Background: an optimization exercise with open tools, aiming at small area. Do not read the settings as production practice.
Function was checked by simulation only, so behaviour that the tests miss may differ from the original.
The flow treats the clock pin as an ideal source, which a real chip does not have.
Power and IR drop assume default switching activity.

==> flow/design.v <==
`timescale 1ns / 1ps
module Top(
    input CLK,RST,BTNC,BTNU,BTNL,BTNR,BTND,
    input [15:0] SW,
    output [15:0] LED,
    output [7:0] SSEG_CA,
    output [7:0] SSEG_AN
    );
    localparam [4:0] S_IDLE = 5'd0,  S_F1 = 5'd8, S_SHOW = 5'd16,
                     S_GUESS = 5'd1, S_WRONG = 5'd2, S_RIGHT = 5'd3,
                     S_SLA = 5'd4, S_SLB = 5'd5, S_NEXT = 5'd6,
                     S_WINL = 5'd17, S_WIND = 5'd18, S_LOSEL = 5'd19,
                     S_LOSED = 5'd20, S_DEAD = 5'd21;
    localparam [1:0] CL_FLASH = 2'd0, CL_GUESS = 2'd1, CL_WIN = 2'd2,
                     CL_LOSE = 2'd3;
    reg [20:0] C;
    wire [21:0] cy;
    assign cy[0] = 1'b1;
    genvar k;
    generate for (k = 0; k < 21; k = k + 1) begin : g_cy
        assign cy[k+1] = cy[k] & C[k];
    end endgenerate
    always @(posedge CLK)
        if (RST) C <= 21'd1;
        else     C <= C ^ cy[20:0];
    wire tick = cy[2];
    wire fl   = C[4];
    wire sl   = C[6];
    wire slow = C[7];
    wire [2:0] pt = C[4:2];
    reg [4:0] st;
    reg [1:0] ig, id;           
    reg [2:0] sp;               
    reg       ans, act;         
    reg [1:0] cl;               
    reg [1:0] fm;               
    reg [3:0] val;
    reg [3:0] u7, u6, u5;       
    reg [2:0] r0, r1;           
    reg [3:0] r2, r3;
    reg lo, lh, ll;             
    reg [2:0] pp;               
    reg       dir;
    wire [3:0] rd0 = {r0[2], r0[1], 1'b1, r0[0]};
    wire [3:0] rd1 = {r1, 1'b1};
    reg [3:0] nv;
    integer j;
    always @(*) begin
        nv = val;
        for (j = 0; j < 16; j = j + 1)
            if (SW[j]) nv = j[3:0];
    end
    reg [3:0] rsel;
    always @(*)
        case (id)
            2'd0: rsel = rd0;
            2'd1: rsel = rd1;
            2'd2: rsel = r2;
            default: rsel = r3;
        endcase
    wire [2:0] sp_next = sp - 3'd1;
    wire eq = (nv == rsel);
    wire gt = (nv[3] & ~rsel[3]) |
              (~(nv[3] ^ rsel[3]) & nv[2] & ~rsel[2]) |
              (~(nv[3] ^ rsel[3]) & ~(nv[2] ^ rsel[2]) & nv[1] & ~rsel[1]) |
              (~(nv[3] ^ rsel[3]) & ~(nv[2] ^ rsel[2]) & ~(nv[1] ^ rsel[1]) & nv[0] & ~rsel[0]);
    always @(posedge CLK) begin
        if (RST) begin
            st <= S_IDLE;
            cl <= CL_FLASH;
            fm <= 2'b10;
            val <= 4'd0;
            {lo, lh, ll} <= 3'b000;
        end
        else if (tick) begin
            case (st)
            S_IDLE: begin
                cl <= CL_FLASH;
                fm <= 2'b10;
                ig <= 2'd0;
                id <= 2'd0;
                if (BTNC) begin
                    st <= S_F1;
                    r0 <= {C[2], C[4], C[3]};
                    r1 <= {C[6], C[7], C[19]};
                    r2 <= {C[5], C[9], C[13], C[20]};
                    r3 <= {C[8], C[11], C[16], C[12]};
                end
            end
            5'd8, 5'd9, 5'd10, 5'd11, 5'd12, 5'd13, 5'd14, 5'd15: begin
                cl <= CL_FLASH;
                fm <= {1'b0, fl == st[0]};
                if (fl == st[0]) st <= st + 5'd1;
            end
            S_SHOW: begin
                if (fl) begin
                    cl <= CL_FLASH;
                    fm <= {1'b1, BTNR};
                end
                else begin
                    cl <= CL_GUESS;
                    ans <= BTNR;
                    ig <= 2'd0;
                    id <= 2'd3;
                    act <= 1'b0;
                    st <= S_GUESS;
                end
            end
            S_GUESS: begin
                if (BTND && slow) begin
                    val <= nv;
                    case (ig)
                        2'd0: u7 <= nv;
                        2'd1: u6 <= nv;
                        2'd2: u5 <= nv;
                        default: ;
                    endcase
                    sp <= {1'b1, ~ig};
                    act <= 1'b1;
                    if (gt) begin
                        {lo, lh, ll} <= 3'b010;
                        st <= S_WRONG;
                    end
                    else if (!eq) begin
                        {lo, lh, ll} <= 3'b001;
                        st <= S_WRONG;
                    end
                    else begin
                        {lo, lh, ll} <= 3'b111;
                        st <= S_RIGHT;
                    end
                end
            end
            S_WRONG: begin
                if (!slow && !BTND) begin
                    if (ig == 2'd3) st <= S_LOSEL;
                    else begin
                        ig <= ig + 2'd1;
                        act <= 1'b0;
                        st <= S_GUESS;
                    end
                end
            end
            S_RIGHT: begin
                if (!sl) st <= S_SLA;
            end
            S_SLA, S_SLB: begin
                if (sl == (st == S_SLA)) begin
                    {lo, lh, ll} <= 3'b000;
                    sp <= sp_next;
                    if (sp_next == {1'b0, id}) st <= S_NEXT;
                    else st <= (st == S_SLA) ? S_SLB : S_SLA;
                end
            end
            S_NEXT: begin
                if (!sl) begin
                    act <= 1'b0;
                    ig <= 2'd0;
                    id <= id - 2'd1;
                    if (id == 2'd0) begin
                        ans <= 1'b1;
                        st <= S_WINL;
                    end
                    else st <= S_GUESS;
                end
            end
            S_WINL: begin
                if (slow) begin
                    {lo, lh, ll} <= 3'b101;
                    cl <= CL_FLASH;
                    fm <= 2'b11;
                    st <= BTNC ? S_F1 : S_WIND;
                end
                else if (BTNC) st <= S_IDLE;
            end
            S_WIND: begin
                if (!slow) begin
                    {lo, lh, ll} <= 3'b000;
                    cl <= CL_WIN;
                    st <= BTNC ? S_DEAD : S_WINL;
                end
                else if (BTNC) st <= S_IDLE;
            end
            S_LOSEL: begin
                if (slow) cl <= CL_LOSE;
                if (BTNC) st <= S_IDLE;
                else if (slow) st <= S_LOSED;
            end
            S_LOSED: begin
                if (!slow) begin
                    cl <= CL_FLASH;
                    fm <= 2'b11;
                end
                if (BTNC) st <= S_IDLE;
                else if (!slow) st <= S_LOSEL;
            end
            default: begin    
                {lo, lh, ll} <= 3'b100;
            end
            endcase
        end
    end
    always @(posedge CLK)
        if (RST) begin
            pp  <= 3'd7;
            dir <= 1'b1;
        end
        else if (C[7:0] == 8'h81 && st != S_DEAD) begin
            pp  <= dir ? pp + 3'd1 : pp - 3'd1;
            dir <= (id == 2'd0);
        end
    assign LED = {lh, {7{lo & lh}}, {4{lo, lo & ll}}} | {15'd0, ll};
    wire fcl = (cl == 2'd0), gcl = (cl == 2'd1), wcl = (cl == 2'd2), lcl = (cl == 2'd3);
    wire [2:0] sh = fm[1] ? 3'd4 : st[2:0] - {2'b00, fm[0]};
    wire c0 = pt[0] & sh[0];
    wire t0 = pt[0] ^ sh[0];
    wire t1 = pt[1] ^ sh[1] ^ c0;
    wire c1 = (pt[1] & sh[1]) | (c0 & (pt[1] ^ sh[1]));
    wire fen = ~(fm[1] & ~fm[0]) & (pt[2] ^ sh[2] ^ c1) & ~(pt[2] & sh[2] & c1);
    wire [1:0] ri = fcl ? {t1, t0} : pt[1:0];
    reg [3:0] rv;
    always @(*)
        case (ri)
            2'd0: rv = rd0;
            2'd1: rv = rd1;
            2'd2: rv = r2;
            default: rv = r3;
        endcase
    wire mv = gcl & act & ~|(pt ^ sp);
    wire gt_id = (pt[1] & ~id[1]) | (~(pt[1] ^ id[1]) & pt[0] & ~id[0]);
    wire lt_ig = (ig[1] & pt[1]) | (~(ig[1] ^ ~pt[1]) & ig[0] & pt[0]);
    wire s_r  = (fcl & fen) | (~mv & ~pt[2] & ((gcl & (ans | gt_id)) | lcl));
    wire s_v  = mv;
    wire s_u  = ~mv & gcl & pt[2] & lt_ig;
    wire s_p  = wcl & pt[2] & pt[1] & ~pt[0];
    wire s_f  = lcl & pt[2] & pt[1] & pt[0];
    wire en = s_r | s_v | s_u | (wcl & pt[2] & ~(pt[1] & pt[0])) | (lcl);
    reg [3:0] uv;
    always @(*)
        case (pt[1:0])
            2'd3: uv = u7;
            2'd2: uv = u6;
            default: uv = u5;
        endcase
    wire [3:0] dg = ({4{s_r}} & rv) | ({4{s_v}} & val) | ({4{s_u}} & uv) | ({4{s_p}} & {1'b0, pp}) | {4{s_f}};
    reg [6:0] seg;
    always @(*)
        case (dg)
            4'h0: seg = 7'b0111111;
            4'h1: seg = 7'b0000110;
            4'h2: seg = 7'b1011011;
            4'h3: seg = 7'b1001111;
            4'h4: seg = 7'b1100110;
            4'h5: seg = 7'b1101101;
            4'h6: seg = 7'b1111101;
            4'h7: seg = 7'b0000111;
            4'h8: seg = 7'b1111111;
            4'h9: seg = 7'b1100111;
            4'hA: seg = 7'b1110111;
            4'hB: seg = 7'b1111100;
            4'hC: seg = 7'b0111001;
            4'hD: seg = 7'b1011110;
            4'hE: seg = 7'b1111001;
            default: seg = 7'b1110001;
        endcase
    assign SSEG_CA = {1'b1, ~seg};
    wire [7:0] dec = {pt == 7, pt == 6, pt == 5, pt == 4, pt == 3, pt == 2, pt == 1, pt == 0};
    assign SSEG_AN = ~({8{en}} & dec);
endmodule
export LEC_CHECK = 0
export ABC_AREA = 1
export CAP_MARGIN = 0
export CORE_MARGIN = 2
export CORE_UTILIZATION = 65
export CTS_BUF_LIST = sky130_fd_sc_hd__clkbuf_8
export SLEW_MARGIN = 0
create_clock -name core_clock -period 8.0 [get_ports {CLK}]
standard.sh (not shown) runs the stock make flow with config.mk's settings and CLKGATE_MAP_FILE= SYNTH_SCRIPT=/design/flow/synth_recipe.tcl, a recipe that flattens the netlist after the stock synthesis.
==> flow/flow/run.sh <==
#!/bin/bash
# Own layout flow: the standard ORFS layout (standard.sh) with
#  - synthesis: the standard script, but Yosys does not extract half/full
#    adder cells, and abc runs each area-oriented script flow/area*.abc
#    (the same script with different &deepsyn seeds) and keeps the mapping
#    with the smallest cell area;
#  - port buffers: sky130_fd_sc_hd__buf_1 on every input and output;
#  - CTS: clkbuf_8 buffers and no dummy loads, then each clock buffer
#    shrunk to the smallest size that keeps the flip-flop clock-pin slew
#    under 115 ps (flow/downsize_clk.tcl, run after CTS).
# Every tool's output goes to the ORFS logs under orfs/logs; make's own
# output goes to flow_make.log here.
set -euo pipefail
HERE=$(pwd)

# synthesis script: synth_recipe.tcl with abc replaced by the multi-script try
{
  head -n 1 synth_recipe.tcl
  echo "set ::own_abc_scripts [list $(ls $HERE/flow/area*.abc | tr '\n' ' ')]"
  cat flow/multi_abc.tcl
  tail -n +2 synth_recipe.tcl
} > own_synth.tcl
sed -e "s#SYNTH_SCRIPT=[^ ]*#SYNTH_SCRIPT=$HERE/own_synth.tcl#" standard.sh > own_standard.sh

export ADDER_MAP_FILE=
export BUFFER_PORTS_ARGS="-buffer_cell sky130_fd_sc_hd__buf_1"
export POST_CTS_TCL=$HERE/flow/downsize_clk.tcl
export CTS_ARGS="-sink_clustering_enable -repair_clock_nets -dont_use_dummy_load -buf_list sky130_fd_sc_hd__clkbuf_8"

bash own_standard.sh 2>&1 | tee flow_make.log | tail -n 40
==> flow/flow/area0.abc <==
strash
&get -n
&deepsyn -T 30
&put
dch -f
amap
mfs2
strash
dch -f
amap
topo
dnsize
==> flow/flow/area11.abc <==
strash
&get -n
&deepsyn -T 30 -S 11
&put
dch -f
amap
mfs2
strash
dch -f
amap
topo
dnsize
==> flow/flow/area2.abc <==
strash
&get -n
&deepsyn -T 30 -S 2
&put
dch -f
amap
mfs2
strash
dch -f
amap
topo
dnsize
==> flow/flow/area5.abc <==
strash
&get -n
&deepsyn -T 30 -S 5
&put
dch -f
amap
mfs2
strash
dch -f
amap
topo
dnsize
==> flow/flow/area7.abc <==
strash
&get -n
&deepsyn -T 30 -S 7
&put
dch -f
amap
mfs2
strash
dch -f
amap
topo
dnsize
==> flow/flow/downsize_clk.tcl <==
# POST_CTS hook: downsize each clock-tree buffer (clkbuf_8 from CTS) to the
# smallest of clkbuf_2 / clkbuf_4 that keeps every flip-flop clock pin's
# slew under the target; cells only shrink, so placement stays legal.
proc worst_clk_slew {} {
  set worst 0
  foreach pin [get_pins -hierarchical */CLK] {
    set s [get_property $pin slew_max]
    if {$s > $worst} { set worst $s }
  }
  return $worst
}
set target 0.115
estimate_parasitics -placement
puts "clock slew before downsizing: [worst_clk_slew]"
foreach inst [get_cells *] {
  if {[get_property $inst ref_name] != "sky130_fd_sc_hd__clkbuf_8"} { continue }
  foreach size {2 4} {
    replace_cell $inst sky130_fd_sc_hd__clkbuf_$size
    estimate_parasitics -placement
    if {[worst_clk_slew] <= $target} {
      puts "downsized [get_full_name $inst] to clkbuf_$size"
      break
    }
    replace_cell $inst sky130_fd_sc_hd__clkbuf_8
    estimate_parasitics -placement
  }
}
puts "clock slew after downsizing: [worst_clk_slew]"
==> flow/flow/multi_abc.tcl <==
# abc replacement: map with each of ::own_abc_scripts, keep the smallest result
proc abc {args} {
  set i [lsearch $args -script]
  set li [lsearch $args -liberty]
  set lib [lindex $args [expr {$li + 1}]]
  yosys design -save own_pre_abc
  set best 1e30
  foreach s $::own_abc_scripts {
    yosys design -load own_pre_abc
    yosys abc {*}[lreplace $args [expr {$i + 1}] [expr {$i + 1}] $s]
    set st [tee -q -s result.string stat -liberty $lib]
    regexp {Chip area for module [^:]*: *([0-9.]+)} $st -> area
    puts "OWN_ABC $s area $area"
    if {$area < $best} { set best $area; yosys design -save own_best_abc }
  }
  yosys design -load own_best_abc
}
Then changed:
Settings changed: CAP_MARGIN 0 to 20, CORE_UTILIZATION 65 to 40, SLEW_MARGIN 0 to 20.
After rerunning: The changed run completed without violations; power rises by 3.6%; combinational power hardly moves; final area rises by 2.4%; global-route usage falls by 10 points; utilization falls by 29 points; routed wire length rises by 3.2%; clock-buffer cell count does not change; worst hold slack gets worse by 0.0048 ns; clock skew falls by 0.010 ns; worst setup slack gets better by 0.15 ns; first-iteration DRC count falls by 19%.
Then changed:
--- a/flow/flow/run.sh
+++ b/flow/flow/run.sh
@@ -3,4 +3,2 @@
-#  - synthesis: the standard script, but Yosys does not extract half/full
-#    adder cells, and abc runs each area-oriented script flow/area*.abc
-#    (the same script with different &deepsyn seeds) and keeps the mapping
-#    with the smallest cell area;
+#  - synthesis: the standard script, but abc runs an area-oriented script
+#    (flow/area.abc) and Yosys does not extract half/full adder cells;
@@ -10 +8 @@
-#    under 115 ps (flow/downsize_clk.tcl, run after CTS).
+#    under 105 ps (flow/downsize_clk.tcl, run after CTS).
@@ -16 +14 @@
-# synthesis script: synth_recipe.tcl with abc replaced by the multi-script try
+# synthesis script: synth_recipe.tcl with the abc command given our script
@@ -19,2 +17,5 @@
-  echo "set ::own_abc_scripts [list $(ls $HERE/flow/area*.abc | tr '\n' ' ')]"
-  cat flow/multi_abc.tcl
+  echo "proc abc {args} {"
+  echo "  set i [lsearch \$args -script]"
+  echo "  set args [lreplace \$args [expr {\$i + 1}] [expr {\$i + 1}] $HERE/flow/area.abc]"
+  echo "  yosys abc {*}\$args"
+  echo "}"
==> flow/flow/area.abc (new file) <==
strash
&get -n
&deepsyn -T 30
&put
dch -f
amap
mfs2
strash
dch -f
amap
topo
dnsize
--- a/flow/flow/downsize_clk.tcl
+++ b/flow/flow/downsize_clk.tcl
@@ -12 +12 @@
-set target 0.115
+set target 0.105
removed: flow/flow/area0.abc
removed: flow/flow/area11.abc
removed: flow/flow/area2.abc
removed: flow/flow/area5.abc
removed: flow/flow/area7.abc
removed: flow/flow/multi_abc.tcl
The new run completed with no timing, DRC or antenna violations.
Final cell count rose by 1.3%.
Clock power came out lower by about 6%.
Critical path depth grows by 6.
Count of clock-buffer cells in the layout is unchanged.
Routed wire length came out higher by 2.0%.
First-iteration DRC count decreases by 28%.
Then changed:
--- a/flow/flow/run.sh
+++ b/flow/flow/run.sh
@@ -3,2 +3,4 @@
-#  - synthesis: the standard script, but abc runs an area-oriented script
-#    (flow/area.abc) and Yosys does not extract half/full adder cells;
+#  - synthesis: the standard script, but Yosys does not extract half/full
+#    adder cells, and abc runs each area-oriented script flow/area*.abc
+#    (the same script with different &deepsyn seeds) and keeps the mapping
+#    with the smallest cell area;
@@ -14 +16 @@
-# synthesis script: synth_recipe.tcl with the abc command given our script
+# synthesis script: synth_recipe.tcl with abc replaced by the multi-script try
@@ -17,5 +19,2 @@
-  echo "proc abc {args} {"
-  echo "  set i [lsearch \$args -script]"
-  echo "  set args [lreplace \$args [expr {\$i + 1}] [expr {\$i + 1}] $HERE/flow/area.abc]"
-  echo "  yosys abc {*}\$args"
-  echo "}"
+  echo "set ::own_abc_scripts [list $(ls $HERE/flow/area*.abc | tr '\n' ' ')]"
+  cat flow/multi_abc.tcl
==> flow/flow/area0.abc (new file) <==
strash
&get -n
&deepsyn -T 30
&put
dch -f
amap
mfs2
strash
dch -f
amap
topo
dnsize
==> flow/flow/area11.abc (new file) <==
strash
&get -n
&deepsyn -T 30 -S 11
&put
dch -f
amap
mfs2
strash
dch -f
amap
topo
dnsize
==> flow/flow/area2.abc (new file) <==
strash
&get -n
&deepsyn -T 30 -S 2
&put
dch -f
amap
mfs2
strash
dch -f
amap
topo
dnsize
==> flow/flow/area5.abc (new file) <==
strash
&get -n
&deepsyn -T 30 -S 5
&put
dch -f
amap
mfs2
strash
dch -f
amap
topo
dnsize
==> flow/flow/area7.abc (new file) <==
strash
&get -n
&deepsyn -T 30 -S 7
&put
dch -f
amap
mfs2
strash
dch -f
amap
topo
dnsize
==> flow/flow/multi_abc.tcl (new file) <==
# abc replacement: map with each of ::own_abc_scripts, keep the smallest result
proc abc {args} {
  set i [lsearch $args -script]
  set li [lsearch $args -liberty]
  set lib [lindex $args [expr {$li + 1}]]
  yosys design -save own_pre_abc
  set best 1e30
  foreach s $::own_abc_scripts {
    yosys design -load own_pre_abc
    yosys abc {*}[lreplace $args [expr {$i + 1}] [expr {$i + 1}] $s]
    set st [tee -q -s result.string stat -liberty $lib]
    regexp {Chip area for module [^:]*: *([0-9.]+)} $st -> area
    puts "OWN_ABC $s area $area"
    if {$area < $best} { set best $area; yosys design -save own_best_abc }
  }
  yosys design -load own_best_abc
}
Settings changed: CAP_MARGIN 20 to 0, SLEW_MARGIN 20 to 0.
removed: flow/flow/area.abc
Global-route usage goes down by 0.41 points; combinational power goes down by a few percent; final area went down slightly; hold slack is about the same.

what the ideal ports hide:
The flow's constraints put no driver on any port. The routed layouts listed below were extracted and timed again, unchanged, in two steps. Step 1 (the two cells are an assumption about what drives the block):
set clk [get_ports {CLK}]
set_driving_cell -lib_cell sky130_fd_sc_hd__clkbuf_16 $clk
set_driving_cell -lib_cell sky130_fd_sc_hd__buf_2 [delete_from_list [all_inputs] $clk]
Step 2 moves the port delays by t, midway between the first and last clock arrival at a register: inputs arrive t later, outputs are due t later. That takes back most of the time a late clock gives input paths. Three values: ideal, step 1, step 2; two values: the first two.
run | t (ns) | setup slack, ns | slew at the worst register clock pin (ns)
the first run | 0.504 | 1.069 / 1.045 / 1.549 | 0.12 / 0.12
the second run | 0.524 | 1.224 / 1.194 / 1.719 | 0.10 / 0.10
the third run | 0.529 | 0.716 / 0.685 / 1.214 | 0.09 / 0.09
the fourth run | 0.520 | 1.211 / 1.180 / 1.699 | 0.09 / 0.09
After both steps setup and hold are still met in every run listed.
